What follows belongs to an exercise in optimizing a design on an open flow for small area; a production flow would make more cautious choices. Function was checked by simulation only, so behaviour that the tests miss may differ from the original. Power and IR drop assume default switching activity.

## flow/run.sh

```bash
#!/bin/bash
# Own layout flow: the standard flow, with
#  - the combinational logic of the standard synthesis re-mapped by ABC for area
#    (registers kept exactly as the standard synthesis made them): a few ABC runs
#    from two starting netlists, keeping the smallest,
#  - small port buffers (every port still gets its own buffer),
#  - a clock tree of clkbuf_8 clusters and no dummy loads.
set -euo pipefail
cd "$(dirname "$0")/.."
W=$PWD
R=$W/orfs/results/$FLOW_PLATFORM/simple_gemac/base

export BUFFER_PORTS_ARGS="-buffer_cell sky130_fd_sc_hd__buf_1"
export CTS_ARGS="-sink_clustering_enable -repair_clock_nets -buf_list sky130_fd_sc_hd__clkbuf_8 -root_buf sky130_fd_sc_hd__clkbuf_8 -dont_use_dummy_load -sink_clustering_size 18 -sink_clustering_max_diameter 70"

# standard synthesis, and a second one with ABC's area script as another starting point
bash standard.sh synth > $W/flow_synth.log 2>&1
sed -e "s#WORK_HOME=[^ ]*#WORK_HOME=$W/orfs_alt#" -e "s#^make #make ABC_AREA=1 #" standard.sh > $W/standard_alt.sh
bash $W/standard_alt.sh synth > $W/flow_synth_alt.log 2>&1 || true
RA=$W/orfs_alt/results/$FLOW_PLATFORM/simple_gemac/base

cp $R/1_2_yosys.v $W/1_2_yosys.standard.v
flops() { grep -E '^\s*sky130_fd_sc_hd__(df|edf|sdf|dl)' "$1" | awk '{print $1, $2}' | sort; }
flops $W/1_2_yosys.standard.v > $W/flops.standard.txt

mkdir -p $W/resynth
i=0
for start in $W/1_2_yosys.standard.v $RA/1_2_yosys.v; do
  [ -f $start ] || continue
  for scr in $W/flow/deepsyn_a.abc $W/flow/deepsyn_b.abc; do
    i=$((i+1))
    bash flow/resynth.ys.sh $start $W/resynth/c$i.v $scr $W/resynth/c$i.log &
  done
done
wait || true

best=$W/1_2_yosys.standard.v
bestarea=1e12
bestarea=${bestarea:-1e12}
for c in $W/resynth/c*.v; do
  [ -f $c ] || continue
  flops $c > ${c%.v}.flops
  if ! cmp -s ${c%.v}.flops $W/flops.standard.txt; then echo "$c: registers differ, skipped"; continue; fi
  a=$(grep -E "Chip area" ${c%.v}.log | tail -1 | awk "{print \$NF}" || true)
  [ -n "$a" ] || continue
  echo "$c: $a"
  if awk -v a="$a" -v b="$bestarea" 'BEGIN{exit !(a<b)}'; then best=$c; bestarea=$a; fi
done > $W/flow_resynth_pick.log
echo "picked $best $bestarea" >> $W/flow_resynth_pick.log

cp $best $R/1_2_yosys.v
touch $R/1_2_yosys.v
bash standard.sh finish > $W/flow_finish.log 2>&1
```

## flow/deepsyn_a.abc

```
strash
&get -n
&deepsyn -T 60
&dch -f
&nf -R 1000
&put
```

## flow/deepsyn_b.abc

```
strash
&get -n
&syn4
&deepsyn -T 60
&dch -f
&nf -R 1000
&put
```

## flow/resynth.ys.sh

```bash
#!/bin/bash
# resynth.ys.sh IN.v OUT.v ABC_SCRIPT LOG
# Re-maps the combinational cells of the standard synthesis's netlist with ABC.
# Flip-flops (and tie cells) stay as they are: same instances, names and cell types.
set -euo pipefail
IN=$1; OUT=$2; SCR=$3; LOG=$4
LIB=$FLOW_HOME/platforms/sky130hd/lib/sky130_fd_sc_hd__tt_025C_1v80.lib
DU=""
for c in $(sed -n '/DONT_USE_CELLS/,/^$/p' $FLOW_HOME/platforms/sky130hd/config.mk | grep -o 'sky130_fd_sc_hd__[a-z0-9_]*'); do DU="$DU -dont_use $c"; done
yosys -l $LOG -p "
read_liberty -ignore_miss_func $LIB
blackbox sky130_fd_sc_hd__df* sky130_fd_sc_hd__edf* sky130_fd_sc_hd__sdf* sky130_fd_sc_hd__dl* sky130_fd_sc_hd__sedf* sky130_fd_sc_hd__conb*
read_verilog $IN
hierarchy -top $FLOW_TOP
flatten
opt -purge
abc -liberty $LIB $DU -script $SCR
opt_clean -purge
hilomap -singleton -hicell sky130_fd_sc_hd__conb_1 HI -locell sky130_fd_sc_hd__conb_1 LO
splitnets
opt_clean -purge
stat -liberty $LIB
write_verilog -noattr -nohex -nodec -selected $OUT
" > /dev/null
```

## standard.sh

```bash
#!/bin/bash
# synth_recipe.tcl (not shown) runs the flow's synth.tcl, then flattens the netlist and writes it again
# the make line also repeats each setting of config.mk as NAME=value (left out here)
make -C /OpenROAD-flow-scripts/flow DESIGN_CONFIG=/design/flow/config.mk WORK_HOME=/design/flow/orfs CLKGATE_MAP_FILE= SYNTH_SCRIPT=/design/flow/synth_recipe.tcl "${@:-finish}"
```

## config.mk

```make
export PLATFORM = sky130hd
export DESIGN_NAME = simple_gemac
export DESIGN_NICKNAME = simple_gemac
export VERILOG_FILES = /design/flow/design.v
export SDC_FILE = /design/flow/constraint.sdc
export NUM_CORES = 4
export LEC_CHECK = 0
export CAP_MARGIN = 20
export CORE_MARGIN = 2
export CORE_UTILIZATION = 70
export PLACE_DENSITY = 0.8
export SLEW_MARGIN = 20
```

## constraint.sdc

```tcl
create_clock -name core_clock -period 8.0 [get_ports {clk}]
set_input_delay 1.6000 -clock core_clock [delete_from_list [all_inputs] [get_ports {clk}]]
set_output_delay 1.6000 -clock core_clock [all_outputs]
set_load 0.01 [all_outputs]
```

## design.v

```verilog
`timescale 1ns / 1ps
module crc32_next
  (input [7:0] T,
   input [23:0] C,
   output [31:0] N);
   wire x0 = T[2] ^ T[7];
   wire x1 = T[0] ^ T[6];
   wire x2 = T[1] ^ T[4];
   wire x3 = T[5] ^ x2;
   wire x4 = T[0] ^ T[3];
   wire x5 = T[3] ^ T[7];
   wire x6 = T[1] ^ x0;
   wire x7 = T[6] ^ x0;
   wire x8 = T[3] ^ T[4];
   wire x9 = T[5] ^ T[6];
   wire x10 = T[3] ^ x6;
   wire x11 = x1 ^ x8;
   wire x12 = T[2] ^ x3;
   wire x13 = x2 ^ x4;
   wire x14 = T[4] ^ T[5];
   wire x15 = T[5] ^ x4;
   wire x16 = T[1] ^ x1;
   assign N[0] = x1;
   assign N[1] = T[7] ^ x16;
   assign N[2] = x1 ^ x6;
   assign N[3] = x10;
   assign N[4] = T[2] ^ x11;
   assign N[5] = x1 ^ x3 ^ x5;
   assign N[6] = x3 ^ x7;
   assign N[7] = x0 ^ x15;
   assign N[8] = C[0] ^ x13;
   assign N[9] = C[1] ^ x12;
   assign N[10] = C[2] ^ T[2] ^ x15;
   assign N[11] = C[3] ^ x13;
   assign N[12] = C[4] ^ x1 ^ x12;
   assign N[13] = C[5] ^ x10 ^ x9;
   assign N[14] = C[6] ^ x7 ^ x8;
   assign N[15] = C[7] ^ x14 ^ x5;
   assign N[16] = C[8] ^ T[0] ^ x14;
   assign N[17] = C[9] ^ T[1] ^ x9;
   assign N[18] = C[10] ^ x7;
   assign N[19] = C[11] ^ x5;
   assign N[20] = C[12] ^ T[4];
   assign N[21] = C[13] ^ T[5];
   assign N[22] = C[14] ^ T[0];
   assign N[23] = C[15] ^ x16;
   assign N[24] = C[16] ^ x6;
   assign N[25] = C[17] ^ T[2] ^ T[3];
   assign N[26] = C[18] ^ x11;
   assign N[27] = C[19] ^ T[7] ^ x3;
   assign N[28] = C[20] ^ T[2] ^ x9;
   assign N[29] = C[21] ^ T[6] ^ x5;
   assign N[30] = C[22] ^ T[4] ^ T[7];
   assign N[31] = C[23] ^ T[5];
endmodule
`timescale 1ns / 1ps
module simple_gemac(
   input clk, input reset,
   output reg GMII_TX_EN, output reg GMII_TX_ER, output reg [7:0] GMII_TXD,
   input GMII_RX_DV, input GMII_RX_ER, input [7:0] GMII_RXD,
   input pause_req, input [15:0] pause_time_req, input pause_respect_en,
   input [47:0] ucast_addr, input [47:0] mcast_addr,
   input pass_ucast, input pass_mcast, input pass_bcast, input pass_pause, input pass_all,
   output [7:0] rx_data, output reg rx_valid, output rx_error, output reg rx_ack,
   input [7:0] tx_data, input tx_valid, input tx_error, output tx_ack
    );
   reg rst, rst_int;
   always @(posedge clk or posedge reset)
     if(reset)
       {rst,rst_int} <= 2'b11;
     else
       {rst,rst_int} <= {rst_int,1'b0};
   localparam RX_IDLE 		  = 5'd0;
   localparam RX_PREAMBLE 	  = 5'd1;
   localparam RX_FRAME 		  = 5'd2;
   localparam RX_GOODFRAME 	  = 5'd3;
   localparam RX_DO_PAUSE 	  = 5'd4;
   localparam RX_ERROR 		  = 5'd5;
   localparam RX_DROP 		  = 5'd6;
   localparam RX_PAUSE 		  = 5'd16;
   localparam RX_PAUSE_CHK88 	  = 5'd21;
   localparam RX_PAUSE_CHK08 	  = 5'd22;
   localparam RX_PAUSE_CHK00 	  = 5'd23;
   localparam RX_PAUSE_CHK01 	  = 5'd24;
   localparam RX_PAUSE_STORE_MSB  = 5'd25;
   localparam RX_PAUSE_STORE_LSB  = 5'd26;
   localparam RX_PAUSE_WAIT_CRC   = 5'd27;
   reg [7:0] rxd_d1;
   reg 	     rx_dv_d1, rx_er_d1;
   always @(posedge clk)
     begin
	rx_dv_d1 <= GMII_RX_DV;
	rx_er_d1 <= GMII_RX_ER;
	rxd_d1 	 <= GMII_RXD;
     end
   reg [7:0] rx_dl0, rx_dl1, rx_dl2, rx_dl3, rx_dl4, rx_dl5, rx_dl6;
   always @(posedge clk)
     begin
	rx_dl0 <= rxd_d1;
	rx_dl1 <= rx_dl0;
	rx_dl2 <= rx_dl1;
	rx_dl3 <= rx_dl2;
	rx_dl4 <= rx_dl3;
	rx_dl5 <= rx_dl4;
	rx_dl6 <= rx_dl5;
     end
   assign rx_data = rx_dl6;
   reg [4:0] rx_state;
   wire rx_idle = (rx_state == RX_IDLE);
   assign rx_error = (rx_state == RX_ERROR);
   wire rx_calc = (rx_state == RX_FRAME) | rx_state[4];
   reg go_filt;
   always @(posedge clk)
     go_filt <= (rx_state == RX_PREAMBLE) & (rxd_d1 == 8'hD5);
   reg [2:0] af_pos;      
   reg af_u, af_m, af_b, af_p;
   always @(posedge clk)
     if(rst)
       af_pos <= 3'd0;
     else if(go_filt)
       af_pos <= 3'd1;
     else if((af_pos != 3'd0) & (af_pos != 3'd6))
       af_pos <= af_pos + 3'd1;
     else
       af_pos <= 3'd0;
   wire [2:0] af_idx = go_filt ? 3'd0 : af_pos;
   reg [7:0] u_byte, m_byte, p_byte;
   always @*
     case(af_idx)
       3'd0 : begin u_byte = ucast_addr[47:40]; m_byte = mcast_addr[47:40]; p_byte = 8'h01; end
       3'd1 : begin u_byte = ucast_addr[39:32]; m_byte = mcast_addr[39:32]; p_byte = 8'h80; end
       3'd2 : begin u_byte = ucast_addr[31:24]; m_byte = mcast_addr[31:24]; p_byte = 8'hC2; end
       3'd3 : begin u_byte = ucast_addr[23:16]; m_byte = mcast_addr[23:16]; p_byte = 8'h00; end
       3'd4 : begin u_byte = ucast_addr[15:8];  m_byte = mcast_addr[15:8];  p_byte = 8'h00; end
       default : begin u_byte = ucast_addr[7:0]; m_byte = mcast_addr[7:0]; p_byte = 8'h01; end
     endcase
   wire af_cont = go_filt;
   always @(posedge clk)
     begin
	af_u <= (go_filt | af_u) & (rxd_d1 == u_byte);
	af_m <= (go_filt | af_m) & (rxd_d1 == m_byte);
	af_b <= (go_filt | af_b) & (rxd_d1 == 8'hFF);
	af_p <= (go_filt | af_p) & (rxd_d1 == p_byte);
     end
   wire af_done = (af_pos == 3'd6);
   wire is_pause = af_done & af_p;
   wire keep_packet = pass_all | (af_done & ((pass_ucast & af_u) | (pass_mcast & af_m) |
					     (pass_bcast & af_b) | (pass_pause & af_p)));
   always @(posedge clk)
     if(rst)
       rx_ack <= 1'b0;
     else
       rx_ack <= (rx_state == RX_GOODFRAME);
   always @(posedge clk)
     if(rst)
       rx_valid <= 1'b0;
     else if(keep_packet)
       rx_valid <= 1'b1;
     else if(rx_idle | rx_error)
       rx_valid <= 1'b0;
   reg [15:0] pkt_len_ctr;
   always @(posedge clk)
     if(rx_idle)
       pkt_len_ctr <= 16'd0;
     else
       pkt_len_ctr <= pkt_len_ctr + 16'd1;
   wire pkt_long_enough = (pkt_len_ctr >= 16'd71);
   reg [31:0] rx_crc;
   wire [31:0] rx_crc_next;
   crc32_next rx_crc32
     (.T(rx_crc[31:24] ^ {rxd_d1[0],rxd_d1[1],rxd_d1[2],rxd_d1[3],rxd_d1[4],rxd_d1[5],rxd_d1[6],rxd_d1[7]}),
      .C(rx_crc[23:0]), .N(rx_crc_next));
   always @(posedge clk)
     if(rx_calc)
       rx_crc <= rx_crc_next;
     else
       rx_crc <= 32'hffffffff;
   wire match_crc = (rx_crc == 32'hc704_dd7b);
   always @(posedge clk)
     if(rst)
       rx_state <= RX_IDLE;
     else if(rx_er_d1)
       rx_state <= RX_ERROR;
     else
       case(rx_state)
	 RX_IDLE :
	   if(rx_dv_d1)
	     if(rxd_d1 == 8'h55)
	       rx_state <= RX_PREAMBLE;
	     else
	       rx_state <= RX_ERROR;
	 RX_PREAMBLE :
	   if(~rx_dv_d1)
	     rx_state <= RX_ERROR;
	   else if(rxd_d1 == 8'hD5)
	     rx_state <= RX_FRAME;
	   else if(rxd_d1 != 8'h55)
	     rx_state <= RX_ERROR;
	 RX_FRAME :
	   if(is_pause)
	     rx_state <= RX_PAUSE;
	   else if(~rx_dv_d1)
	     if(match_crc)
	       rx_state <= RX_GOODFRAME;
	     else
	       rx_state <= RX_ERROR;
	 RX_PAUSE_CHK88 :
	   rx_state <= (rxd_d1 != 8'h88) ? RX_DROP : RX_PAUSE_CHK08;
	 RX_PAUSE_CHK08 :
	   rx_state <= (rxd_d1 != 8'h08) ? RX_DROP : RX_PAUSE_CHK00;
	 RX_PAUSE_CHK00 :
	   rx_state <= (rxd_d1 != 8'h00) ? RX_DROP : RX_PAUSE_CHK01;
	 RX_PAUSE_CHK01 :
	   rx_state <= (rxd_d1 != 8'h01) ? RX_DROP : RX_PAUSE_STORE_MSB;
	 RX_PAUSE_WAIT_CRC :
	   if(pkt_long_enough)
	     rx_state <= match_crc ? RX_DO_PAUSE : RX_DROP;
	 RX_DO_PAUSE, RX_GOODFRAME :
	   rx_state <= RX_IDLE;
	 RX_DROP, RX_ERROR :
	   if(~rx_dv_d1)
	     rx_state <= RX_IDLE;
	 default :
	   rx_state <= rx_state + 5'd1;
       endcase
   reg [15:0] pause_quanta_rcvd;
   always @(posedge clk)
     if(rx_state == RX_PAUSE_STORE_MSB)
       pause_quanta_rcvd[15:8] <= rxd_d1;
     else if(rx_state == RX_PAUSE_STORE_LSB)
       pause_quanta_rcvd[7:0] <= rxd_d1;
   reg pqval_d1;
   always @(posedge clk)
     pqval_d1 <= (rx_state == RX_DO_PAUSE);    
   reg [15:0] pause_hi;
   reg [5:0]  pause_lo;
   reg 	      paused;
   wire       pause_lo_z = (pause_lo == 6'd0);
   wire       pause_cnt_nz = (pause_hi != 16'd0) | ~pause_lo_z;
   always @(posedge clk or posedge rst)
     if(rst)
       begin
	  pause_hi <= 16'd0;
	  pause_lo <= 6'd0;
       end
     else if(pqval_d1)
       begin
	  pause_hi <= pause_quanta_rcvd;
	  pause_lo <= 6'd0;
       end
     else if(pause_cnt_nz & paused)
       begin
	  pause_lo <= {pause_lo[4:0], pause_lo[5] ^ pause_lo[4] ^ (pause_lo[4:0] == 5'd0)};
	  if(pause_lo_z)
	    pause_hi <= pause_hi - 16'd1;
       end
   wire pause_apply = pause_respect_en & pause_cnt_nz;
   localparam TX_IDLE  = 4'd0;
   localparam TX_HDR   = 4'd1;     
   localparam TX_FIRST = 4'd2;
   localparam TX_INF   = 4'd3;
   localparam TX_INF2  = 4'd4;
   localparam TX_PAD   = 4'd5;
   localparam TX_ERR   = 4'd6;
   localparam TX_PHDR  = 4'd7;     
   localparam TX_CRC0  = 4'd12;
   localparam TX_CRC1  = 4'd13;
   localparam TX_CRC2  = 4'd14;
   localparam TX_CRC3  = 4'd15;
   reg [3:0] tx_state;
   reg [6:0] tx_ctr;
   wire      tx_idle = (tx_state == TX_IDLE);
   wire      tx_in_crc = (tx_state[3:2] == 2'b11);
   wire      tx_ctr_z = (tx_ctr == 7'd0);
   reg 	     send_pause;
   reg [15:0] pause_time_held;
   reg [7:0]  pause_dat;
   reg 	      tx_en_pre, tx_er_pre;
   reg [7:0]  txd_pre;
   reg [31:0] tx_crc;
   always @(posedge clk)
     if(rst)
       send_pause <= 1'b0;
     else if(pause_req)
       send_pause <= 1'b1;
     else if((tx_state == TX_PHDR) & tx_ctr_z)
       send_pause <= 1'b0;
   always @(posedge clk)
     if(pause_req)
       pause_time_held <= pause_time_req;
   always @(posedge clk)
     if(rst)
       begin
	  tx_state <= TX_IDLE;
	  tx_ctr   <= 7'd28;          
       end
     else
       begin
	  case(tx_state)
	    TX_CRC3 : tx_ctr <= 7'd116;   
	    TX_ERR  : tx_ctr <= 7'd0;
	    TX_IDLE : if(~tx_ctr_z) tx_ctr <= tx_ctr + 7'd1;
	    default : tx_ctr <= tx_ctr + 7'd1;
	  endcase
	  case(tx_state)
	    TX_IDLE :
	      if(tx_ctr_z)
		if(send_pause)
		  tx_state <= TX_PHDR;
		else if(tx_valid & ~pause_apply)
		  tx_state <= TX_HDR;
	    TX_HDR :
	      if(tx_ctr == 7'd7)
		tx_state <= TX_FIRST;
	    TX_FIRST :
	      if(tx_error)
		tx_state <= TX_ERR;
	      else if(~tx_valid)
		tx_state <= TX_PAD;
	      else
		tx_state <= TX_INF;
	    TX_INF :
	      if(tx_error)
		tx_state <= TX_ERR;
	      else if(~tx_valid)
		tx_state <= TX_PAD;
	      else if(tx_ctr == 7'd67)
		tx_state <= TX_INF2;
	    TX_INF2 :
	      if(tx_error)
		tx_state <= TX_ERR;
	      else if(~tx_valid)
		tx_state <= TX_CRC0;
	    TX_PAD :
	      if(tx_ctr == 7'd68)
		tx_state <= TX_CRC0;
	    TX_PHDR :
	      if(tx_ctr == 7'd25)
		tx_state <= TX_PAD;
	    TX_ERR, TX_CRC3 :
	      tx_state <= TX_IDLE;
	    TX_CRC0, TX_CRC1, TX_CRC2 :
	      tx_state <= tx_state + 4'd1;
	    default :
	      tx_state <= TX_IDLE;
	  endcase
       end
   always @(posedge clk)
     case(tx_ctr)
       7'd7  : pause_dat <= 8'h01;
       7'd8  : pause_dat <= 8'h80;
       7'd9  : pause_dat <= 8'hC2;
       7'd10 : pause_dat <= 8'h00;
       7'd11 : pause_dat <= 8'h00;
       7'd12 : pause_dat <= 8'h01;
       7'd13 : pause_dat <= ucast_addr[47:40];
       7'd14 : pause_dat <= ucast_addr[39:32];
       7'd15 : pause_dat <= ucast_addr[31:24];
       7'd16 : pause_dat <= ucast_addr[23:16];
       7'd17 : pause_dat <= ucast_addr[15:8];
       7'd18 : pause_dat <= ucast_addr[7:0];
       7'd19 : pause_dat <= 8'h88;
       7'd20 : pause_dat <= 8'h08;
       7'd21 : pause_dat <= 8'h00;
       7'd22 : pause_dat <= 8'h01;
       7'd23 : pause_dat <= pause_time_held[15:8];
       default : pause_dat <= pause_time_held[7:0];    
     endcase
   wire tx_data_st = (tx_state == TX_FIRST) | (tx_state == TX_INF) | (tx_state == TX_INF2);
   wire tx_fcs_next = ((tx_state == TX_INF2) & ~tx_error & ~tx_valid) |
		      ((tx_state == TX_PAD) & (tx_ctr == 7'd68)) |
		      (tx_state == TX_CRC0) | (tx_state == TX_CRC1) | (tx_state == TX_CRC2);
   wire [31:0] tx_crc_next;
   always @(posedge clk)
     if(rst)
       begin
	  tx_en_pre <= 1'b0;
	  tx_er_pre <= 1'b0;
	  txd_pre   <= 8'h00;
       end
     else
       begin
	  tx_en_pre <= ~tx_idle & (tx_state != TX_CRC3);
	  tx_er_pre <= (tx_state == TX_ERR);
	  if((tx_state == TX_HDR) | (tx_state == TX_PHDR))
	    txd_pre <= (tx_ctr < 7'd7) ? 8'h55 : (tx_ctr == 7'd7) ? 8'hD5 : pause_dat;
	  else if(tx_fcs_next)
	    txd_pre <= ~{tx_crc_next[24],tx_crc_next[25],tx_crc_next[26],tx_crc_next[27],
			 tx_crc_next[28],tx_crc_next[29],tx_crc_next[30],tx_crc_next[31]};
	  else if(tx_data_st & tx_valid)
	    txd_pre <= tx_data;
	  else
	    txd_pre <= 8'h00;
       end
   wire tx_calc = (tx_state == TX_INF) | (tx_state == TX_INF2) | (tx_state == TX_PAD) |
		  ((tx_state == TX_PHDR) & (tx_ctr >= 7'd9)) | tx_in_crc;
   crc32_next tx_crc32
     (.T((tx_crc[31:24] ^ {txd_pre[0],txd_pre[1],txd_pre[2],txd_pre[3],txd_pre[4],txd_pre[5],txd_pre[6],txd_pre[7]}) & {8{~tx_in_crc}}),
      .C(tx_crc[23:0]), .N(tx_crc_next));
   always @(posedge clk)
     if(tx_calc)
       tx_crc <= tx_crc_next;
     else
       tx_crc <= 32'hffffffff;
   assign tx_ack = (tx_state == TX_FIRST);
   always @(posedge clk)
     begin
	GMII_TX_EN <= tx_en_pre;
	GMII_TX_ER <= tx_er_pre;
	GMII_TXD   <= txd_pre;
     end
   always @(posedge clk)
     paused <= pause_apply & (paused | tx_idle);
endmodule
```

==> impl_results.md, run 1 <==
- CTS Buf Count: 18
- Period utilization: 0.4872
- Top Ports: 163
- Core ar.: 14,420 µm²
- Number of global-route vias before repair: 8,361
- Initial core utilization: 0.7095
- Tmin final: 3.898 ns
- Final count of hold timing violations: 0
- CTS tree: done
- Post-Syn Instances: 1,014
- Vias/cell: 6.354
- Worst hold path type: flop to flop
- Area Overhead vs Synth: 11.38%
- Slew @ Worst Pin: 0.9948 ns
- Slew margin rel.: 0.3364
- Largest stage delay on the critical path: 0.90 ns
- Crit Path Class: flop to flop
- Final Net Count: 1,344
- Post-route ant nets: 0
- Clk Latency, worst-skew pair: 0.54 ns
- Antenna violations before repair: 1
- DR WL/cell: 18.98 µm
- Vias: 8,806
- Critical Path End Type: flop
- CP required: 8.41 ns
- First-pass GRT wire length: 41,720 µm
- Clock Path Buffers: 3
- Peak supply drop: 197.4 µV
- Most common cell after layout, fill and taps aside: dfxtp_1
- Cts hold-fix bufs: 0
- Num rows: 44
- RePlAce Congestion: 0.9962
- Layout cells sized above 1: 0.02581
- Syn Nets: 1,155
- CP Launch Type: flop
- Max Clk Rate: 0.2566 GHz
- Die Y: 124.9 µm
- # Post-CTS Setup Buffers: 0
- Final Max Tran Viols: 0
- Drt first pass iters: 9
- Power per cell area: 323.1 nW/µm²
- Leakage power total: 4.082 nW
- Die Footprint: 15,600 µm²
- CTS Root Cell: clkbuf_8
- Fillers: 995
- Syn. warnings: 1
- Drc violations: 0
- Post-synthesis average cell area: 10.09 µm²
- RSZ-0062 raised after global routing: no
- CTS resizes: 0
- Clock transition at path regs: 0.11 ns
- DR iter-0 viols: 913
- Routed Wire Length: 26,300 µm
- Status: no timing/DRC/antenna violations
- Final setup viols: 0
- Commonest cells after routing, fill and taps aside: dfxtp_1 (203), buf_1 (162), nand2_1 (108), nor2_1 (86), xnor2_1 (79)
- Clk_skew: 0.03973 ns
- Port Buffers: 162
- H-Tree Depth: 1
- CTS Sinks: 259
- Final non-filler cell area: 11,400 µm²
- Largest net degree at the start of global routing: 32
- Placed cell area: 11,140 µm²
- Crit path DAT: 4.31 ns
- Total of max-cap violations: 0
- Setup TNS: 0 ns
- Total track usage: 0.3290
- Die Width: 124.9 µm
- Crit Path Max Fanout: 28
- GRT overflow: 0
- Critical Path, Cell by Cell: nor2_1, nand2_1, nor2_1, or3_1, nor3_1, and2_0, a21oi_1, nand3_1, a21oi_1, nor3b_1, and2_0, a222oi_1, clkinv_1
- Slowest CP cell: dfxtp_1
- Final HPWL DP: 18,790 µm
- Synthesized area: 10,230 µm²
registers in the layout, indices dropped and copies added, names as in the netlist, 16 cells and up:
register / flops
pkt_len_ctr: 16
pause_quanta_rcvd: 16
pause_hi: 16
tx_crc: 32
rx_crc: 32
pause_time_held: 16
final timing paths:
check / startpoint / endpoint / slack [ns] / cells after the start
worst max-delay path: tx_state[3]$_SDFFE_PP0P_ / txd_pre[3]$_SDFF_PP0_ / 4.10 / 13
worst min-delay path: tx_en_pre$_SDFF_PP0_ / GMII_TX_EN$_DFF_P_ / 0.32 / 0
worst max register to register: tx_state[3]$_SDFFE_PP0P_ / txd_pre[3]$_SDFF_PP0_ / 4.10 / 13
worst min register to register: tx_en_pre$_SDFF_PP0_ / GMII_TX_EN$_DFF_P_ / 0.32 / 0
max in group asynchronous: reset / rst$_DFF_PP1_ / 6.90 / 2
min in group asynchronous: rst$_DFF_PP1_ / pause_hi[1]$_DFFE_PP0P_ / 0.57 / 1
critical path, delay by kind of cell, from the launching register on:
family / cells / cell delay (ns)
AND/OR/NAND/NOR: 9 / 2.20
flip-flops: 1 / 0.90
AO/OA/AOI/OAI: 3 / 0.56
buffers and inverters: 1 / 0.10
per-layer routing:
layer	track usage	wire length [µm]
met4	0.1301	1133
met3	0.04811	2239
met2	0.5397	12360
met1	0.4459	10570
met5	0	0
report_power, final:
part | switching, W | internal [W]
clock network | 0.000378 | 0.000204
logic | 0.000834 | 0.000561
registers | 0.000181 | 0.00152
metrics by stage:
stage	hold slack [ns]	setup slack (ns)	utilization	total power [W]	instances
finish	0.3216	4.102	0.7903	0.003683	1386
global route	0.3159	3.626	0.7903	0.003894	1386
CTS	0.3009	4.184	0.7893	0.003663	1385
detailed placement	0.3121	4.230	0.7721	0.003091	1367
global placement	0.3098	4.359	0.7719	0.003041	1367
floorplan	0.3096	4.774	-	0.002731	1014
final cells by class:
cell class | instances | area, µm² | share of cell area
diodes | 1 | 2.502 | 0.0002195
well taps | 184 | 230.2 | 0.02020
multi-input cells | 739 | 4569 | 0.4009
flip-flops and latches | 259 | 5628 | 0.4937
repair buffers | 169 | 660.6 | 0.05796
clock buffers | 18 | 247.7 | 0.02173
inverters | 16 | 60.06 | 0.005269
==> run 2: changes to the inputs <==
--- a/design.v
+++ b/design.v
@@ -367,9 +367,6 @@
        default : pause_dat <= pause_time_held[7:0];    
      endcase
    wire tx_data_st = (tx_state == TX_FIRST) | (tx_state == TX_INF) | (tx_state == TX_INF2);
-   wire tx_fcs_next = ((tx_state == TX_INF2) & ~tx_error & ~tx_valid) |
-		      ((tx_state == TX_PAD) & (tx_ctr == 7'd68)) |
-		      (tx_state == TX_CRC0) | (tx_state == TX_CRC1) | (tx_state == TX_CRC2);
    wire [31:0] tx_crc_next;
    always @(posedge clk)
      if(rst)
@@ -384,9 +381,6 @@
 	  tx_er_pre <= (tx_state == TX_ERR);
 	  if((tx_state == TX_HDR) | (tx_state == TX_PHDR))
 	    txd_pre <= (tx_ctr < 7'd7) ? 8'h55 : (tx_ctr == 7'd7) ? 8'hD5 : pause_dat;
-	  else if(tx_fcs_next)
-	    txd_pre <= ~{tx_crc_next[24],tx_crc_next[25],tx_crc_next[26],tx_crc_next[27],
-			 tx_crc_next[28],tx_crc_next[29],tx_crc_next[30],tx_crc_next[31]};
 	  else if(tx_data_st & tx_valid)
 	    txd_pre <= tx_data;
 	  else
@@ -407,7 +401,8 @@
      begin
 	GMII_TX_EN <= tx_en_pre;
 	GMII_TX_ER <= tx_er_pre;
-	GMII_TXD   <= txd_pre;
+	GMII_TXD   <= tx_in_crc ? ~{tx_crc[24],tx_crc[25],tx_crc[26],tx_crc[27],
+				    tx_crc[28],tx_crc[29],tx_crc[30],tx_crc[31]} : txd_pre;
      end
    always @(posedge clk)
      paused <= pause_apply & (paused | tx_idle);
--- a/flow/run.sh
+++ b/flow/run.sh
@@ -1,8 +1,8 @@
 #!/bin/bash
 # Own layout flow: the standard flow, with
 #  - the combinational logic of the standard synthesis re-mapped by ABC for area
-#    (registers kept exactly as the standard synthesis made them): a few ABC runs
-#    from two starting netlists, keeping the smallest,
+#    (registers kept exactly as the standard synthesis made them): ABC runs with
+#    several seeds from two starting netlists, keeping the smallest,
 #  - small port buffers (every port still gets its own buffer),
 #  - a clock tree of clkbuf_8 clusters and no dummy loads.
 set -euo pipefail
@@ -24,15 +24,23 @@
 flops $W/1_2_yosys.standard.v > $W/flops.standard.txt
 
 mkdir -p $W/resynth
-i=0
+# ABC scripts: deep synthesis with several random seeds, then area mapping
+for seed in 0 1 2 3 4 5; do
+  printf 'strash\n&get -n\n&syn4\n&deepsyn -S %d -T 60\n&dch -f\n&nf -R 1000\n&put\n' $seed > $W/resynth/s$seed.abc
+done
+jobs=()
 for start in $W/1_2_yosys.standard.v $RA/1_2_yosys.v; do
   [ -f $start ] || continue
-  for scr in $W/flow/deepsyn_a.abc $W/flow/deepsyn_b.abc; do
-    i=$((i+1))
-    bash flow/resynth.ys.sh $start $W/resynth/c$i.v $scr $W/resynth/c$i.log &
+  for seed in 0 1 2 3 4 5; do
+    jobs+=("$start $W/resynth/s$seed.abc")
   done
 done
-wait || true
+i=0
+for j in "${jobs[@]}"; do
+  i=$((i+1)); set -- $j
+  echo "$1 $W/resynth/c$i.v $2 $W/resynth/c$i.log"
+done > $W/resynth/jobs.txt
+xargs -P ${NUM_CORES:-4} -L 1 bash flow/resynth.ys.sh < $W/resynth/jobs.txt || true
 
 best=$W/1_2_yosys.standard.v
 bestarea=1e12
removed: flow/deepsyn_a.abc
removed: flow/deepsyn_b.abc
==> impl_results.md, run 2 <==
- Status: no timing/DRC/antenna violations
- CTS tree: done
- Tot Pwr: 0.003302 W (-10%)
- Total of max-cap violations: 0 (unchanged)
- Crit Path Max Fanout: 5 (-82%)
- Final setup viols: 0 (unchanged)
- Setup TNS: 0 ns (unchanged)
- Buffer and inverter count on the worst path: 0 (-1)
- Area Overhead vs Synth: 11.43% (about the same)
- Hold path start: rx_dl0[6]$_DFF_P_
- H-Tree Depth: 1 (unchanged)
- Clock Path Buffers: 3 (unchanged)
- Leakage power total: 4.095 nW (+0.32%)
- DR iter-0 viols: 1,104 (+21%)
- Placed cells: 1,367 (unchanged)
- Final Net Count: 1,344 (unchanged)
- Die Footprint: 15,550 µm² (-0.37%)
- DR WL/cell: 19.21 µm (+1.2%)
- Drt first pass iters: 6 (-3)
- FF-to-FF Start: pause_lo[3]$_DFFE_PP0P_
- Final std cells w/o fill: 1,385 (-0.072%)
- CTS Sinks: 259 (unchanged)
- PnR worst setup slack: 3.973 ns (-0.1299 ns)
- RSZ-0062 raised after global routing: no
- Worst hold path type: flop to flop
- Power per cell area: 290.7 nW/µm² (-10%)
- Synthesized area: 10,190 µm² (-0.38%)
- Crit Path Class: flop to flop
- RePlAce Congestion: 0.9739 (-2.2%)
- Final Max Tran Viols: 0 (unchanged)
- Top Ports: 163 (unchanged)
- Critical path's top delay family: simple AND/OR/NAND/NOR gates
- Post-layout util: 0.7906 (about the same)
- CTS Root Cell: clkbuf_8
- Clock transition at path regs: 0.10 ns (about the same)
- Total track usage: 0.3334 (+0.004386)
- CTS resizes: 0 (unchanged)
- Initial core utilization: 0.7095 (about the same)
- Port Buffers: 162 (unchanged)
- Num rows: 44 (unchanged)
- Critical Path, Cell by Cell: or4_1, or3_1, or3_1, nor4_1, nand2b_1, nor4_1, nand2_1, nor3_1, nand2b_1, nor2_1, nor2_1, a22o_1
- Die Width: 124.7 µm (-0.18%)
- # Post-CTS Setup Buffers: 0 (unchanged)
- Crit path DAT: 4.44 ns (+0.13 ns)
- Period utilization: 0.5034 (+0.01624)
- Vias: 8,768 (-0.43%)
- Largest registers: rx_crc (32), tx_crc (32)
- Slew @ Worst Pin: 1.102 ns (+0.1073 ns)
- Antenna violations before repair: 0 (-1)
- Worst slack, placed: 4.032 ns (-0.1986 ns)
- ANT cells: 0 (-1)
- CP required: 8.42 ns (about the same)
- Tmin final: 4.027 ns (+0.1299 ns)
- Syn. warnings: 1 (unchanged)
- Cts hold-fix bufs: 0 (unchanged)
- Clk Latency, worst-skew pair: 0.54 ns (about the same)
- Syn Nets: 1,153 (-0.17%)
- Largest net degree at the start of global routing: 34 (+6.3%)
- Slowest CP cell: or4_1
- Max Clk Rate: 0.2483 GHz (-3.2%)
- Slew margin rel.: 0.2653 (-0.07115)
- Post-synthesis average cell area: 10.07 µm² (-0.18%)
- Final HPWL DP: 19,040 µm (+1.3%)
- Drc violations: 0 (unchanged)
- Critical Path End Type: flop
- Number of global-route vias before repair: 8,588 (+2.7%)
- Clk_skew: 0.05990 ns (+0.02017 ns)
- Core ar.: 14,370 µm² (-0.38%)
- GRT overflow: 0 (unchanged)
- Vias/cell: 6.331 (-0.36%)
- Commonest cells after routing, fill and taps aside: dfxtp_1 (203), buf_1 (162), nand2_1 (116), nor2_1 (80), o21ai_0 (73)
- First-pass GRT wire length: 42,390 µm (+1.6%)
- Peak supply drop: 207.2 µV (+5.0%)
- Post-Syn Instances: 1,012 (-0.20%)
- Most common cell after layout, fill and taps aside: dfxtp_1
- CP Launch Point: pause_lo[3]$_DFFE_PP0P_
- Largest stage delay on the critical path: 0.54 ns (-0.36 ns)
- CP Launch Type: flop
- Layout cells sized above 1: 0.02581 (unchanged)
- Post-route ant nets: 0 (unchanged)
- Final count of hold timing violations: 0 (unchanged)
- Die Y: 124.7 µm (-0.18%)
- Routed Wire Length: 26,610 µm (+1.2%)
- CTS Buf Count: 18 (unchanged)
run 2: power by group:
group	switching [W]	internal (W)	leakage, nW
combinational	0.000617	0.000423	1.69
clock	0.000380	0.000204	0.129
sequential	0.000168	0.00151	2.27
total	0.00116	0.00214	4.09
run 2: area by class of cell:
| type | count | area [µm²] |
|---|---|---|
| Clock buffer | 18 | 247.7 |
| Fill cell | 937 | 3009 |
| Inverter | 11 | 41.29 |
| Multi-Input combinational cell | 742 | 4537 |
| Sequential cell | 259 | 5628 |
| Tap cell | 184 | 230.2 |
| Timing Repair Buffer | 171 | 675.6 |
run 2: per-stage QoR:
step / hold slack (ns) / instance area, µm²
final: 0.3186 / 11360
after global routing: 0.3236 / 11360
after CTS: 0.3121 / 11360
after detailed placement: 0.3121 / 11110
after global placement: 0.3096 / 11110
after floorplan: 0.3096 / 10190
run 2: path summary, 6_finish.rpt:
check	end	slack [ns]	depth (start not counted)
max	pause_hi[15]$_DFFE_PP0P_	3.97	12
min	rx_dl1[6]$_DFF_P_	0.32	0
max reg2reg	pause_hi[15]$_DFFE_PP0P_	3.97	12
min reg2reg	rx_dl1[6]$_DFF_P_	0.32	0
max in group asynchronous	rst_int$_DFF_PP1_	6.90	2
min in group asynchronous	pause_hi[4]$_DFFE_PP0P_	0.56	1
run 2: routing by layer:
metal  global-route usage  wire length [µm]
met2               0.5693             12850
met5                    0                 0
met3              0.04467              2269
met1               0.4368             10610
met4               0.1203               874
==> run 3: changes to the inputs <==
--- a/design.v
+++ b/design.v
@@ -71,12 +71,18 @@
      else
        {rst,rst_int} <= {rst_int,1'b0};
    localparam RX_IDLE 		  = 5'd0;
-   localparam RX_PREAMBLE 	  = 5'd1;
-   localparam RX_FRAME 		  = 5'd2;
-   localparam RX_GOODFRAME 	  = 5'd3;
-   localparam RX_DO_PAUSE 	  = 5'd4;
-   localparam RX_ERROR 		  = 5'd5;
-   localparam RX_DROP 		  = 5'd6;
+   localparam RX_IDLE_A 	  = 5'd1;     
+   localparam RX_IDLE_P 	  = 5'd2;     
+   localparam RX_FRAME_G 	  = 5'd3;     
+   localparam RX_ERROR 		  = 5'd4;
+   localparam RX_ERROR_A 	  = 5'd5;     
+   localparam RX_ERROR_P 	  = 5'd6;     
+   localparam RX_ERROR_G 	  = 5'd7;     
+   localparam RX_PREAMBLE 	  = 5'd8;
+   localparam RX_FRAME 		  = 5'd9;
+   localparam RX_GOODFRAME 	  = 5'd10;
+   localparam RX_DO_PAUSE 	  = 5'd11;
+   localparam RX_DROP 		  = 5'd12;
    localparam RX_PAUSE 		  = 5'd16;
    localparam RX_PAUSE_CHK88 	  = 5'd21;
    localparam RX_PAUSE_CHK08 	  = 5'd22;
@@ -106,12 +112,13 @@
      end
    assign rx_data = rx_dl6;
    reg [4:0] rx_state;
-   wire rx_idle = (rx_state == RX_IDLE);
-   assign rx_error = (rx_state == RX_ERROR);
-   wire rx_calc = (rx_state == RX_FRAME) | rx_state[4];
-   reg go_filt;
-   always @(posedge clk)
-     go_filt <= (rx_state == RX_PREAMBLE) & (rxd_d1 == 8'hD5);
+   wire rx_idle  = (rx_state[4:2] == 3'b000) & (rx_state[1:0] != 2'b11);
+   assign rx_error = (rx_state[4:2] == 3'b001);
+   wire rx_frame = (rx_state == RX_FRAME) | (rx_state == RX_FRAME_G);
+   wire rx_calc  = rx_frame | rx_state[4];
+   wire go_filt  = (rx_state[4:3] == 2'b00) & (rx_state[1:0] == 2'b11);
+   wire pqval_d1 = (rx_state[4:3] == 2'b00) & (rx_state[1:0] == 2'b10);
+   always @* rx_ack = (rx_state[4:3] == 2'b00) & (rx_state[1:0] == 2'b01);
    reg [2:0] af_pos;      
    reg af_u, af_m, af_b, af_p;
    always @(posedge clk)
@@ -134,7 +141,6 @@
        3'd4 : begin u_byte = ucast_addr[15:8];  m_byte = mcast_addr[15:8];  p_byte = 8'h00; end
        default : begin u_byte = ucast_addr[7:0]; m_byte = mcast_addr[7:0]; p_byte = 8'h01; end
      endcase
-   wire af_cont = go_filt;
    always @(posedge clk)
      begin
 	af_u <= (go_filt | af_u) & (rxd_d1 == u_byte);
@@ -148,11 +154,6 @@
 					     (pass_bcast & af_b) | (pass_pause & af_p)));
    always @(posedge clk)
      if(rst)
-       rx_ack <= 1'b0;
-     else
-       rx_ack <= (rx_state == RX_GOODFRAME);
-   always @(posedge clk)
-     if(rst)
        rx_valid <= 1'b0;
      else if(keep_packet)
        rx_valid <= 1'b1;
@@ -176,62 +177,78 @@
      else
        rx_crc <= 32'hffffffff;
    wire match_crc = (rx_crc == 32'hc704_dd7b);
-   always @(posedge clk)
-     if(rst)
-       rx_state <= RX_IDLE;
-     else if(rx_er_d1)
-       rx_state <= RX_ERROR;
+   reg [4:0] rx_next;
+   always @*
+     if(rx_er_d1)
+       rx_next = RX_ERROR;
      else
        case(rx_state)
-	 RX_IDLE :
+	 RX_IDLE, RX_IDLE_A, RX_IDLE_P :
 	   if(rx_dv_d1)
 	     if(rxd_d1 == 8'h55)
-	       rx_state <= RX_PREAMBLE;
+	       rx_next = RX_PREAMBLE;
 	     else
-	       rx_state <= RX_ERROR;
+	       rx_next = RX_ERROR;
+	   else
+	     rx_next = RX_IDLE;
 	 RX_PREAMBLE :
 	   if(~rx_dv_d1)
-	     rx_state <= RX_ERROR;
+	     rx_next = RX_ERROR;
 	   else if(rxd_d1 == 8'hD5)
-	     rx_state <= RX_FRAME;
+	     rx_next = RX_FRAME;
 	   else if(rxd_d1 != 8'h55)
-	     rx_state <= RX_ERROR;
-	 RX_FRAME :
+	     rx_next = RX_ERROR;
+	   else
+	     rx_next = RX_PREAMBLE;
+	 RX_FRAME, RX_FRAME_G :
 	   if(is_pause)
-	     rx_state <= RX_PAUSE;
+	     rx_next = RX_PAUSE;
 	   else if(~rx_dv_d1)
 	     if(match_crc)
-	       rx_state <= RX_GOODFRAME;
+	       rx_next = RX_GOODFRAME;
 	     else
-	       rx_state <= RX_ERROR;
+	       rx_next = RX_ERROR;
+	   else
+	     rx_next = RX_FRAME;
 	 RX_PAUSE_CHK88 :
-	   rx_state <= (rxd_d1 != 8'h88) ? RX_DROP : RX_PAUSE_CHK08;
+	   rx_next = (rxd_d1 != 8'h88) ? RX_DROP : RX_PAUSE_CHK08;
 	 RX_PAUSE_CHK08 :
-	   rx_state <= (rxd_d1 != 8'h08) ? RX_DROP : RX_PAUSE_CHK00;
+	   rx_next = (rxd_d1 != 8'h08) ? RX_DROP : RX_PAUSE_CHK00;
 	 RX_PAUSE_CHK00 :
-	   rx_state <= (rxd_d1 != 8'h00) ? RX_DROP : RX_PAUSE_CHK01;
+	   rx_next = (rxd_d1 != 8'h00) ? RX_DROP : RX_PAUSE_CHK01;
 	 RX_PAUSE_CHK01 :
-	   rx_state <= (rxd_d1 != 8'h01) ? RX_DROP : RX_PAUSE_STORE_MSB;
+	   rx_next = (rxd_d1 != 8'h01) ? RX_DROP : RX_PAUSE_STORE_MSB;
 	 RX_PAUSE_WAIT_CRC :
 	   if(pkt_long_enough)
-	     rx_state <= match_crc ? RX_DO_PAUSE : RX_DROP;
+	     rx_next = match_crc ? RX_DO_PAUSE : RX_DROP;
+	   else
+	     rx_next = RX_PAUSE_WAIT_CRC;
 	 RX_DO_PAUSE, RX_GOODFRAME :
-	   rx_state <= RX_IDLE;
-	 RX_DROP, RX_ERROR :
-	   if(~rx_dv_d1)
-	     rx_state <= RX_IDLE;
+	   rx_next = RX_IDLE;
+	 RX_DROP :
+	   rx_next = rx_dv_d1 ? RX_DROP : RX_IDLE;
+	 RX_ERROR, RX_ERROR_A, RX_ERROR_P, RX_ERROR_G :
+	   rx_next = rx_dv_d1 ? RX_ERROR : RX_IDLE;
 	 default :
-	   rx_state <= rx_state + 5'd1;
+	   rx_next = rx_state + 5'd1;
        endcase
+   always @(posedge clk)
+     if(rst)
+       rx_state <= RX_IDLE;
+     else if(rx_state == RX_GOODFRAME)
+       rx_state <= {rx_next[4:2], 2'b01};        
+     else if(rx_state == RX_DO_PAUSE)
+       rx_state <= {rx_next[4:2], 2'b10};        
+     else if((rx_state == RX_PREAMBLE) & (rxd_d1 == 8'hD5))
+       rx_state <= rx_er_d1 | ~rx_dv_d1 ? RX_ERROR_G : RX_FRAME_G;
+     else
+       rx_state <= rx_next;
    reg [15:0] pause_quanta_rcvd;
    always @(posedge clk)
      if(rx_state == RX_PAUSE_STORE_MSB)
        pause_quanta_rcvd[15:8] <= rxd_d1;
      else if(rx_state == RX_PAUSE_STORE_LSB)
        pause_quanta_rcvd[7:0] <= rxd_d1;
-   reg pqval_d1;
-   always @(posedge clk)
-     pqval_d1 <= (rx_state == RX_DO_PAUSE);    
    reg [15:0] pause_hi;
    reg [5:0]  pause_lo;
    reg 	      paused;
@@ -263,19 +280,20 @@
    localparam TX_PAD   = 4'd5;
    localparam TX_ERR   = 4'd6;
    localparam TX_PHDR  = 4'd7;     
+   localparam TX_IDLE_E = 4'd8;    
    localparam TX_CRC0  = 4'd12;
    localparam TX_CRC1  = 4'd13;
    localparam TX_CRC2  = 4'd14;
    localparam TX_CRC3  = 4'd15;
    reg [3:0] tx_state;
    reg [6:0] tx_ctr;
-   wire      tx_idle = (tx_state == TX_IDLE);
+   wire      tx_idle = (tx_state[2:0] == 3'd0);    
    wire      tx_in_crc = (tx_state[3:2] == 2'b11);
    wire      tx_ctr_z = (tx_ctr == 7'd0);
    reg 	     send_pause;
    reg [15:0] pause_time_held;
    reg [7:0]  pause_dat;
-   reg 	      tx_en_pre, tx_er_pre;
+   wire       tx_en_pre, tx_er_pre;
    reg [7:0]  txd_pre;
    reg [31:0] tx_crc;
    always @(posedge clk)
@@ -299,16 +317,17 @@
 	  case(tx_state)
 	    TX_CRC3 : tx_ctr <= 7'd116;   
 	    TX_ERR  : tx_ctr <= 7'd0;
-	    TX_IDLE : if(~tx_ctr_z) tx_ctr <= tx_ctr + 7'd1;
+	    TX_IDLE, TX_IDLE_E : if(~tx_ctr_z) tx_ctr <= tx_ctr + 7'd1;
 	    default : tx_ctr <= tx_ctr + 7'd1;
 	  endcase
 	  case(tx_state)
-	    TX_IDLE :
-	      if(tx_ctr_z)
-		if(send_pause)
-		  tx_state <= TX_PHDR;
-		else if(tx_valid & ~pause_apply)
-		  tx_state <= TX_HDR;
+	    TX_IDLE, TX_IDLE_E :
+	      if(tx_ctr_z & send_pause)
+		tx_state <= TX_PHDR;
+	      else if(tx_ctr_z & tx_valid & ~pause_apply)
+		tx_state <= TX_HDR;
+	      else
+		tx_state <= TX_IDLE;
 	    TX_HDR :
 	      if(tx_ctr == 7'd7)
 		tx_state <= TX_FIRST;
@@ -337,7 +356,9 @@
 	    TX_PHDR :
 	      if(tx_ctr == 7'd25)
 		tx_state <= TX_PAD;
-	    TX_ERR, TX_CRC3 :
+	    TX_ERR :
+	      tx_state <= TX_IDLE_E;
+	    TX_CRC3 :
 	      tx_state <= TX_IDLE;
 	    TX_CRC0, TX_CRC1, TX_CRC2 :
 	      tx_state <= tx_state + 4'd1;
@@ -366,19 +387,19 @@
        7'd23 : pause_dat <= pause_time_held[15:8];
        default : pause_dat <= pause_time_held[7:0];    
      endcase
+   assign tx_er_pre = (tx_state == TX_IDLE_E);
+   assign tx_en_pre = (((tx_state == TX_HDR) | (tx_state == TX_PHDR)) & ~tx_ctr_z) |
+		      (tx_state == TX_FIRST) | (tx_state == TX_INF) | (tx_state == TX_INF2) |
+		      (tx_state == TX_PAD) | (tx_state == TX_ERR) | tx_in_crc | (tx_state == TX_IDLE_E);
    wire tx_data_st = (tx_state == TX_FIRST) | (tx_state == TX_INF) | (tx_state == TX_INF2);
    wire [31:0] tx_crc_next;
    always @(posedge clk)
      if(rst)
        begin
-	  tx_en_pre <= 1'b0;
-	  tx_er_pre <= 1'b0;
 	  txd_pre   <= 8'h00;
        end
      else
        begin
-	  tx_en_pre <= ~tx_idle & (tx_state != TX_CRC3);
-	  tx_er_pre <= (tx_state == TX_ERR);
 	  if((tx_state == TX_HDR) | (tx_state == TX_PHDR))
 	    txd_pre <= (tx_ctr < 7'd7) ? 8'h55 : (tx_ctr == 7'd7) ? 8'hD5 : pause_dat;
 	  else if(tx_data_st & tx_valid)
==> impl_results.md, run 3 <==
- Status: no timing/DRC/antenna violations
- RePlAce Congestion: 0.9637 (-1.0%)
- Hold path start: rx_dl4[1]$_DFF_P_
- DR iter-0 viols: 1,232 (+12%)
- Crit Path Max Fanout: 5 (unchanged)
- Slew @ Worst Pin: 1.009 ns (-0.09348 ns)
- H-Tree Depth: 1 (unchanged)
- Worst hold path type: flop to flop
- ANT cells: 0 (unchanged)
- Final Max Tran Viols: 0 (unchanged)
- Area of the multi-input gates: 4564 µm² (+0.61%)
- Reg area: 5528 µm² (-1.8%)
- CP required: 8.44 ns (+0.02 ns)
- Total track usage: 0.3341 (+0.0006914)
- Drc violations: 0 (unchanged)
- Post-layout util: 0.8052 (+0.01461)
- Period utilization: 0.4358 (-0.06758)
- Post-route ant nets: 0 (unchanged)
- Routed Wire Length: 26,160 µm (-1.7%)
- Clock Path Buffers: 3 (unchanged)
- CTS tree: done
- Vias: 8,891 (+1.4%)
- Peak supply drop: 145.4 µV (-30%)
- Layout cells sized above 1: 0.02640 (+0.0005908)
- Die Width: 124.1 µm (-0.45%)
- Worst R2R Path Depth: 11 (-1)
- Flop2flop setup slack: 4.51 ns (+0.54 ns)
- FF-to-FF Start: pause_lo[3]$_DFFE_PP0P_
- # Post-CTS Setup Buffers: 0 (unchanged)
- Clk Latency, worst-skew pair: 0.52 ns (-0.02 ns)
- Most common cell after layout, fill and taps aside: dfxtp_1
- Crit Path Class: flop to flop
- Post-synthesis average cell area: 9.855 µm² (-2.2%)
- Port Buffers: 162 (unchanged)
- DR WL/cell: 18.79 µm (-2.2%)
- Critical Path End Type: flop
- Crit path DAT: 3.93 ns (-0.51 ns)
- Leakage power total: 4.104 nW (+0.23%)
- Cts hold-fix bufs: 0 (unchanged)
- Fillers: 988 (+5.4%)
- Die Y: 124.1 µm (-0.45%)
- CTS Buf Count: 18 (unchanged)
- Top Ports: 163 (unchanged)
- Clk_skew: 0.03382 ns (-0.02607 ns)
- Number of global-route vias before repair: 8,398 (-2.2%)
- Final Net Count: 1,355 (+0.82%)
- Hold Crit Depth: 0 (unchanged)
- Commonest cells after routing, fill and taps aside: dfxtp_1 (198), buf_1 (162), nand2_1 (127), nor2_1 (97), a21oi_1 (66)
- Die Footprint: 15,410 µm² (-0.89%)
- Final setup viols: 0 (unchanged)
- Final HPWL DP: 18,890 µm (-0.77%)
- Drt first pass iters: 7 (+1)
- CP Launch Point: pause_lo[3]$_DFFE_PP0P_
- Slew margin rel.: 0.3234 (+0.05816)
- Power per cell area: 193.9 nW/µm² (-33%)
- Clock transition at path regs: 0.10 ns (about the same)
- Post-Syn Instances: 1,025 (+1.3%)
- Max Clk Rate: 0.2868 GHz (+16%)
- GRT overflow: 0 (unchanged)
- Setup TNS: 0 ns (unchanged)
- CP Launch Type: flop
- Largest registers: rx_crc (32), tx_crc (32)
- CTS Root Cell: clkbuf_8
- Initial core utilization: 0.7221 (+0.01258)
- Hold slack: 0.3332 ns (+0.01459 ns)
- Syn. warnings: 1 (unchanged)
- CTS Sinks: 254 (-1.9%)
- First-pass GRT wire length: 40,250 µm (-5.1%)
- R2R Path End: pause_hi[14]$_DFFE_PP0P_
- Synthesized area: 10,100 µm² (-0.92%)
- Tot Pwr: 0.002184 W (-34%)
- Worst hold endpoint: rx_dl5[1]$_DFF_P_
- Antenna violations before repair: 0 (unchanged)
- RSZ-0062 raised after global routing: no
- Syn Nets: 1,166 (+1.1%)
- Total of max-cap violations: 0 (unchanged)
- Largest net degree at the start of global routing: 28 (-18%)
- Final count of hold timing violations: 0 (unchanged)
- Vias/cell: 6.387 (+0.89%)
- CTS resizes: 0 (unchanged)
- Tmin final: 3.487 ns (-0.5407 ns)
- Num rows: 43 (-2.3%)
- Core ar.: 13,990 µm² (-2.6%)
- Area Overhead vs Synth: 11.51% (about the same)
## run 3: cell count changes in the layout (fill, tap and decap cells not counted), sizes merged, moves of 5 or more
cell	previous run	this run
o21ai	74	64
a22oi	11	23
nand2	116	127
a222oi	40	29
nand4	9	20
nor2	80	98
dfxtp	203	198
xor2	58	50
nor3	45	32
a31oi	7	12
## run 3: through the flow
step	cells	worst slack, ns	instance area (µm²)
2_1_floorplan	1025	5.037	10100
3_3_place_gp	1374	4.864	11010
3_5_place_dp	1374	4.675	11010
4_1_cts	1392	4.599	11250
5_1_grt	1392	4.171	11260
6_report	1392	4.513	11260
## run 3: worst max path at each step
stage | endpoint | slack, ns
3_5_place_dp | af_m$_DFF_P_ | 4.67
4_1_cts | tx_ack | 4.60
6_report | pause_hi[14]$_DFFE_PP0P_ | 4.51
5_1_grt | af_m$_DFF_P_ | 4.17
3_3_place_gp | af_m$_DFF_P_ | 4.86
2_1_floorplan | af_m$_DFF_P_ | 5.04
## run 3: critical path: stages, from the launching register on
cell      delay, ns
dfrtp_1        0.42
or4_1          0.59
or3_1          0.41
nor2_1         0.17
nand3_1        0.17
nor3_1         0.33
clkinv_1       0.18
or3_1          0.39
nor2_1         0.24
nand2_1        0.11
nor3_1         0.23
o21bai_1       0.16
## run 3: per-layer routing
| layer | global-route usage | up-vias | share of wire |
|---|---|---|---|
| li1 | - | 4122 | - |
| met1 | 0.4310 | 4090 | 0.40 |
| met2 | 0.5519 | 562 | 0.47 |
| met3 | 0.05678 | 117 | 0.090 |
| met4 | 0.1510 | 0 | 0.042 |
| met5 | 0 | - | 0 |
## run 3: final cells by class
| cell class | instances | area share |
|---|---|---|
| Tap cell | 180 | 0.02000 |
| Timing Repair Buffer | 169 | 0.05865 |
| Multi-Input combinational cell | 761 | 0.4052 |
| Clock buffer | 18 | 0.02200 |
| Sequential cell | 254 | 0.4908 |
| Inverter | 10 | 0.003333 |
## run 3: report_power, final
| part | internal, W | switching, W | total (W) | leakage (nW) |
|---|---|---|---|---|
| Clock | 0.000204 | 0.000370 | 0.000574 | 0.129 |
| Sequential | 0.00135 | 0.0000557 | 0.00141 | 2.20 |
| Combinational | 0.0000874 | 0.000112 | 0.000200 | 1.77 |
| Total | 0.00165 | 0.000538 | 0.00218 | 4.10 |
==> run 4: changes to the inputs <==
--- a/config.mk
+++ b/config.mk
@@ -8,5 +8,6 @@
 export CAP_MARGIN = 20
 export CORE_MARGIN = 2
 export CORE_UTILIZATION = 70
+export GPL_TIMING_DRIVEN = 0
 export PLACE_DENSITY = 0.8
 export SLEW_MARGIN = 20
==> impl_results.md, run 4 <==
- CTS tree: done
- Number of global-route vias before repair: 8,284 (-1.4%)
- Core ar.: 13,990 µm² (unchanged)
- Die Width: 124.1 µm (unchanged)
- Peak supply drop: 111.4 µV (-23%)
- GRT overflow: 0 (unchanged)
- Tmin final: 3.837 ns (+0.3500 ns)
- Clk_skew: 0.07328 ns (+0.03946 ns)
- Status: no timing/DRC/antenna violations
- ANT cells: 0 (unchanged)
- Slew @ Worst Pin: 1.104 ns (+0.09518 ns)
- Vias: 8,770 (-1.4%)
- Combinational Power Share: 0.089 (-0.002)
- Worst hold path type: flop to flop
- Drc violations: 0 (unchanged)
- CTS Buf Count: 18 (unchanged)
- Placed cells: 1,372 (-0.15%)
- CP Launch Type: flop
- Total track usage: 0.3283 (-0.005827)
- Num rows: 43 (unchanged)
- Fillers: 935 (-5.4%)
- Final std cells w/o fill: 1,390 (-0.14%)
- Setup TNS: 0 ns (unchanged)
- Most common cell after layout, fill and taps aside: dfxtp_1
- GR peak layer: met2
- First-pass GRT wire length: 39,830 µm (-1.0%)
- Final HPWL DP: 18,390 µm (-2.7%)
- Slew margin rel.: 0.2637 (-0.05971)
- DR iter-0 viols: 1,182 (-4.1%)
- Max Clk Rate: 0.2606 GHz (-9.1%)
- Clk Latency, worst-skew pair: 0.54 ns (+0.02 ns)
- H-Tree Depth: 1 (unchanged)
- Net switching power: 0.0005297 W (-1.5%)
- Commonest cells after routing, fill and taps aside: dfxtp_1 (198), buf_1 (162), nand2_1 (127), nor2_1 (97), a21oi_1 (66)
- Post-layout util: 0.8064 (+0.001252)
- M1 GR Usage: 0.4235 (-0.007445)
- Antenna violations before repair: 0 (unchanged)
- Final count of hold timing violations: 0 (unchanged)
- Syn. warnings: 1 (unchanged)
- CTS Root Cell: clkbuf_8
- # Post-CTS Setup Buffers: 0 (unchanged)
- Cell internal pwr: 0.001645 W (about the same)
- Largest registers: rx_crc (32), tx_crc (32)
- Drt first pass iters: 9 (+2)
- Leakage power total: 4.114 nW (+0.23%)
- Layout cells sized above 1: 0.02645 (+0.00004364)
- GR Layer Usage met2: 0.5570 (+0.005123)
- Port Buffers: 162 (unchanged)
- CP required: 8.41 ns (-0.03 ns)
- Syn Nets: 1,166 (unchanged)
- Critical Path End Type: flop
- DR WL/cell: 18.34 µm (-2.4%)
- Final Max Tran Viols: 0 (unchanged)
- Post-Syn Instances: 1,025 (unchanged)
- Die Footprint: 15,410 µm² (unchanged)
- Post-route ant nets: 0 (unchanged)
- Clock power share: 0.264 (about the same)
- Post-synthesis average cell area: 9.855 µm² (unchanged)
- Hold slack: 0.3340 ns (+0.0008280 ns)
- RSZ-0062 raised after global routing: no
- Routed Wire Length: 25,500 µm (-2.5%)
- Final Net Count: 1,353 (-0.15%)
- Largest net degree at the start of global routing: 28 (unchanged)
- Crit Path Max Fanout: 19 (+14)
- Cts hold-fix bufs: 0 (unchanged)
- Die Y: 124.1 µm (unchanged)
- Initial core utilization: 0.7221 (unchanged)
- Sw frac: 0.2435 (-0.002674)
- Synthesized area: 10,100 µm² (unchanged)
- Crit Path Class: flop to flop
- Top Ports: 163 (unchanged)
- Crit path DAT: 4.25 ns (+0.32 ns)
- Period utilization: 0.4796 (+0.04375)
- CTS resizes: 0 (unchanged)
- Area Overhead vs Synth: 11.68%
- CTS Sinks: 254 (unchanged)
- Power per cell area: 192.8 nW/µm² (-0.56%)
- Clock Path Buffers: 3 (unchanged)
- Sequential share of power: 0.647 (about the same)
- Clock transition at path regs: 0.11 ns (about the same)
- RePlAce Congestion: 0.9440 (-2.0%)
- Total of max-cap violations: 0 (unchanged)
- Final setup viols: 0 (unchanged)
- Vias/cell: 6.309 (-1.2%)
- Global Route met3 Usage: 0.04533 (-0.01145)
## run 4: stage by stage
stage	area, µm²	setup slack (ns)	power, W
3_3_place_gp	10930	3.867	0.001611
5_1_grt	11280	3.872	0.002252
3_5_place_dp	11030	4.332	0.001623
2_1_floorplan	10100	5.037	0.001541
6_report	11280	4.163	0.002175
4_1_cts	11280	4.334	0.002178
## run 4: critical path: stages, from the launching register on
cell	delay, ns
dfxtp_1	0.68
nor2_1	0.21
nand2_1	0.23
nand2_1	0.16
nor2_2	0.65
nor3_1	0.13
and2_0	0.60
a21oi_1	0.35
xnor2_1	0.09
a221oi_1	0.25
o2111ai_1	0.17
nor4_1	0.23
## run 4: layout make-up
cell class | count | area [µm²] | share of cell area
Tap cell | 180 | 225.2 | 0.01996
Multi-Input combinational cell | 761 | 4578 | 0.4058
Clock buffer | 18 | 247.7 | 0.02196
Sequential cell | 254 | 5528 | 0.4900
Inverter | 10 | 37.54 | 0.003327
Timing Repair Buffer | 167 | 664.4 | 0.05890
## run 4: final timing paths
path | from | to | slack [ns] | cells after the start
max reg2reg | rx_state[4]$_SDFF_PP0_ | af_m$_DFF_P_ | 4.16 | 11
min in group asynchronous | rst$_DFF_PP1_ | pause_hi[2]$_DFFE_PP0P_ | 0.53 | 1
max in group asynchronous | reset | rst_int$_DFF_PP1_ | 6.93 | 2
min | rx_dl5[3]$_DFF_P_ | rx_dl6[3]$_DFF_P_ | 0.33 | 0
min reg2reg | rx_dl5[3]$_DFF_P_ | rx_dl6[3]$_DFF_P_ | 0.33 | 0
max | rx_state[4]$_SDFF_PP0_ | af_m$_DFF_P_ | 4.16 | 11
## run 4: per-layer routing
| metal | part of all wire | wire [µm] |
|---|---|---|
| met5 | 0 | 0 |
| met4 | 0.039 | 984 |
| met3 | 0.078 | 1991 |
| met2 | 0.48 | 12320 |
| met1 | 0.40 | 10200 |
## run 4: power groups by stage
stage	sequential [W]	clock (W)	combinational [W]
floorplan	0.00142	0	0.000124
global placement	0.00143	0	0.000180
detailed placement	0.00143	0	0.000188
CTS	0.00141	0.000582	0.000190
global route	0.00141	0.000624	0.000213
finish	0.00141	0.000574	0.000194

-- static timing again, ports no longer ideal --
No port has a modelled driver above. Below, the same layouts with a new extraction and two added sets of constraints.
Step 1 (the two cells are an assumption about what drives the block):
set clk [get_ports {clk}]
set_driving_cell -lib_cell sky130_fd_sc_hd__clkbuf_16 $clk
set_driving_cell -lib_cell sky130_fd_sc_hd__buf_2 [delete_from_list [all_inputs] $clk]
Step 2, shift: input delay + t, output delay - t, t = (earliest + latest rising clock arrival at the registers) / 2. This alone moves slack from input paths to output paths.
a / b / c = no drivers / after step 1 / after step 2; a / b = the first two.
run | shift t [ns] | slack for setup (ns) | worst hold slack (ns)
run 1 | 0.556 | 4.102 / 4.102 / 4.102 | 0.322 / 0.322 / 0.322
run 2 | 0.548 | 3.973 / 3.973 / 3.973 | 0.319 / 0.319 / 0.319
run 3 | 0.542 | 4.513 / 4.513 / 4.513 | 0.333 / 0.333 / 0.333
run 4 | 0.544 | 4.163 / 4.163 / 4.163 | 0.334 / 0.334 / 0.334
After both steps setup and hold are still met in every run listed.
